From an optimization exercise on the open Yosys and OpenROAD flow, aimed at small area; shortcuts taken in it are not production practice.
Function was checked by simulation only, so behaviour that the tests miss may differ from the original.

Setup of oak:
// MatMul_top
module MatMul_top (
	input clk, read, resetn, cs,
	input[31:0] writedata,
	output[31:0] readdata,
	output[7:0] conduit
);
For scale: ~2900 cells after synthesis, roughly 920 flip-flops, about 76 I/O pins, roughly 44000 sq um of cells after synthesis.
export LEC_CHECK = 0
export CAP_MARGIN = 20
export CORE_MARGIN = 2
export CORE_UTILIZATION = 40
export SLEW_MARGIN = 20
create_clock -name core_clock -period 12.0 [get_ports {clk}]
run.sh (not shown) runs the stock make flow with config.mk's settings and CLKGATE_MAP_FILE= SYNTH_SCRIPT=/design/flow/synth_recipe.tcl, a recipe that flattens the netlist after the stock synthesis.
What pine does differently from oak at the input level:
- SLEW_MARGIN now 10, was 20
- CORE_UTILIZATION now 60, was 40
- CAP_MARGIN now 10, was 20
- CTS_CLUSTER_DIAMETER now 60, previously not set
- CTS_BUF_LIST now sky130_fd_sc_hd__clkbuf_8, previously not set
- CTS_CLUSTER_SIZE now 16, previously not set
==> run notes <==
- Going from oak to pine, setup slack lower; post-layout minimum cycle time has increased; number of non-filler instances in the completed layout fell 492.
- Of pine and oak, it is pine that has the lower minimum hold slack.
- Delta(fraction of standard cell area that is sequential, pine - oak) > 0
- There was hardly any difference in max-cap check violation count between pine and oak.
- Status: multi-input logic area parity (pine, oak)
- [pine] wire length fell about 0.7% relative to oak
- | global-route usage | pine vs oak | 11 points higher |


## v9
MatMul_top again, from the RTL that the note above started with.
make LEC_CHECK=0 CAP_MARGIN=20 CORE_MARGIN=2 CORE_UTILIZATION=40 CTS_BUF_LIST=sky130_fd_sc_hd__clkbuf_8 CTS_CLUSTER_DIAMETER=60 CTS_CLUSTER_SIZE=16 GPL_TIMING_DRIVEN=0 SLEW_MARGIN=20 finish   # period 12.0 ns
Per the final summary, v9 finished and its layout is clean on timing, DRC and antenna.
What v57 does differently from v9 at the input level:
==> flow/flow/run.sh (new file) <==
#!/bin/bash
# Own flow: the standard synthesis and layout, with plain buffers (buf_2)
# on the ports and no dummy loads in the clock tree.
set -euo pipefail
bash standard.sh finish \
  "BUFFER_PORTS_ARGS=-buffer_cell sky130_fd_sc_hd__buf_2" \
  "CTS_ARGS=-sink_clustering_enable -repair_clock_nets -sink_clustering_size 16 -sink_clustering_max_diameter 60 -buf_list sky130_fd_sc_hd__clkbuf_8 -dont_use_dummy_load" \
  > std_flow.log 2>&1
==> flow/standard.sh (new file) <==
#!/bin/bash
# synth_recipe.tcl (not shown) runs the flow's synth.tcl, then flattens the netlist and writes it again
# the make line also repeats each setting of config.mk as NAME=value (left out here)
make -C /OpenROAD-flow-scripts/flow DESIGN_CONFIG=/design/flow/config.mk WORK_HOME=/design/flow/orfs CLKGATE_MAP_FILE= SYNTH_SCRIPT=/design/flow/synth_recipe.tcl "${@:-finish}"
-- flow/config.mk --
<<< v9, line 12
export CTS_CLUSTER_DIAMETER = 60
export CTS_CLUSTER_SIZE = 16
export GPL_TIMING_DRIVEN = 0
export SLEW_MARGIN = 20
>>> v57, line 12
export CTS_CLUSTER_DIAMETER = 60
export CTS_CLUSTER_SIZE = 16
export SLEW_MARGIN = 20
removed: flow/run.sh
Notes after the runs:
- Summary of v57 over v9: critical path depth in cells lower; register-to-register slack higher.
- Looking at final instance area, v57 sits 0.0019 mm^2 lower than v9 does.
- v57 vs v9, end of the critical path: readdata[7] vs readdata[6]
- Going from v9 to v57, residual overflow from global routing saw little to no change, global-route usage saw a decrease.
- Min sequential share of layout area across v9 and v57: v9
- v57 against v9: count of instances resized after the clock tree is built went down; highest achievable clock rate moved up; first-iteration DRC count lower; routed length on met3 now smaller.
Edits applied to the flow inputs when going from v57 to v41:
==> flow/run.sh (new file) <==
#!/bin/bash
# synth_recipe.tcl (not shown) runs the flow's synth.tcl, then flattens the netlist and writes it again
# the make line also repeats each setting of config.mk as NAME=value (left out here)
make -C /OpenROAD-flow-scripts/flow DESIGN_CONFIG=/design/flow/config.mk WORK_HOME=/design/flow/orfs CLKGATE_MAP_FILE= SYNTH_SCRIPT=/design/flow/synth_recipe.tcl finish
-- flow/config.mk --
<<< v57, line 8
export CAP_MARGIN = 20
export CORE_MARGIN = 2
export CORE_UTILIZATION = 40
export CTS_BUF_LIST = sky130_fd_sc_hd__clkbuf_8
export CTS_CLUSTER_DIAMETER = 60
export CTS_CLUSTER_SIZE = 16
export SLEW_MARGIN = 20
>>> v41, line 8
export CAP_MARGIN = 20
export CORE_MARGIN = 2
export CORE_UTILIZATION = 65
export SLEW_MARGIN = 20
removed: flow/flow/run.sh
removed: flow/standard.sh
Findings:
Looking at the reports, v41 completed the entire flow and the layout it produced met the timing, DRC and antenna checks.
Compared with v57, in v41 clock network latency to the later pin of the worst-skew pair fell 0.05 ns; cell area rose 3.5%; final hold slack fell 0.015 ns; met3 demand-to-capacity share in global routing rose 2.7 points.
Taking v57 as the reference, in v41 die extent in x fell about 21%, routed wire length fell about 2.4%, number of antenna violations at the first check in global routing fell 5, maximum number of pins on one net before global-route repair rose 15.
> inputs changed (v41 -> v39)
-- flow/config.mk --
<<< v41, line 8
export CAP_MARGIN = 20
export CORE_MARGIN = 2
export CORE_UTILIZATION = 65
export SLEW_MARGIN = 20
>>> v39, line 8
export CAP_MARGIN = 20
export CORE_MARGIN = 2
export CORE_UTILIZATION = 40
export CTS_BUF_LIST = sky130_fd_sc_hd__clkbuf_8
export CTS_CLUSTER_DIAMETER = 60
export CTS_CLUSTER_SIZE = 16
export SLEW_MARGIN = 20
==> comparison <==
Setup slack delta (v39 − v41): favourable
v39 vs v41: met3 wirelength from detailed routing down by more than 10%
Lower share of cell area taken by flip-flops and latches among v41 and v39: v41
Worst path buffer plus inverter count (v39 over v41): decrease, 1
--- input diff v39..v19 ---
-- flow/config.mk --
<<< v39, line 9
export CORE_MARGIN = 2
export CORE_UTILIZATION = 40
export CTS_BUF_LIST = sky130_fd_sc_hd__clkbuf_8
export CTS_CLUSTER_DIAMETER = 60
export CTS_CLUSTER_SIZE = 16
export SLEW_MARGIN = 20
>>> v19, line 9
export CORE_MARGIN = 2
export CORE_UTILIZATION = 40
export CTS_CLUSTER_DIAMETER = 60
export CTS_CLUSTER_SIZE = 25
export SLEW_MARGIN = 20
Notes after the runs:
Diff v39 -> v19: clock insertion delay at the later pin of the skew report went down by 0.07 ns; critical-path maximum fanout shows an increase of 70%.
v19 ends up with lower non-clock buffer count than v39 does.
Diode insertion count for antenna repair (lower): v19
Summary of v19 over v39: number of DRC violations after detailed-routing iteration 0 went down by 4.5%; cell count comparable; highest clock frequency the design can meet stayed essentially flat.

## port drivers added, routing unchanged
In the flow no input, the clock included, has a driving cell. The finished layouts below were timed again as built, in two steps.
Step 1 (the two cells are an assumption about what drives the block):
set clk [get_ports {clk}]
set_driving_cell -lib_cell sky130_fd_sc_hd__clkbuf_16 $clk
set_driving_cell -lib_cell sky130_fd_sc_hd__buf_2 [delete_from_list [all_inputs] $clk]
Step 2 times the ports against the registers' clock, not the clock port: input delays grow and output delays shrink by t, the midpoint of the rising clock arrivals with the driver on.
Three values: ideal, step 1, step 2; two values: the first two.
run | t, ns | setup slack, ns | worst data-port slew with drivers (ns) | cell pins on the clock port's net
oak | 0.720 | 0.354 / 0.284 / 1.004 | 0.05 | 1
pine | 0.762 | 0.347 / 0.279 / 1.041 | 0.17 | 1
v9 | 0.791 | 0.257 / 0.192 / 0.984 | 0.11 | 1
v57 | 0.753 | 0.397 / 0.325 / 1.078 | 0.05 | 1
v41 | 0.716 | 0.234 / 0.166 / 0.881 | 0.07 | 1
v39 | 0.767 | 0.297 / 0.230 / 0.997 | 0.05 | 1
v19 | 0.702 | 0.325 / 0.253 / 0.955 | 0.05 | 1
After both steps every run listed still meets setup and hold.
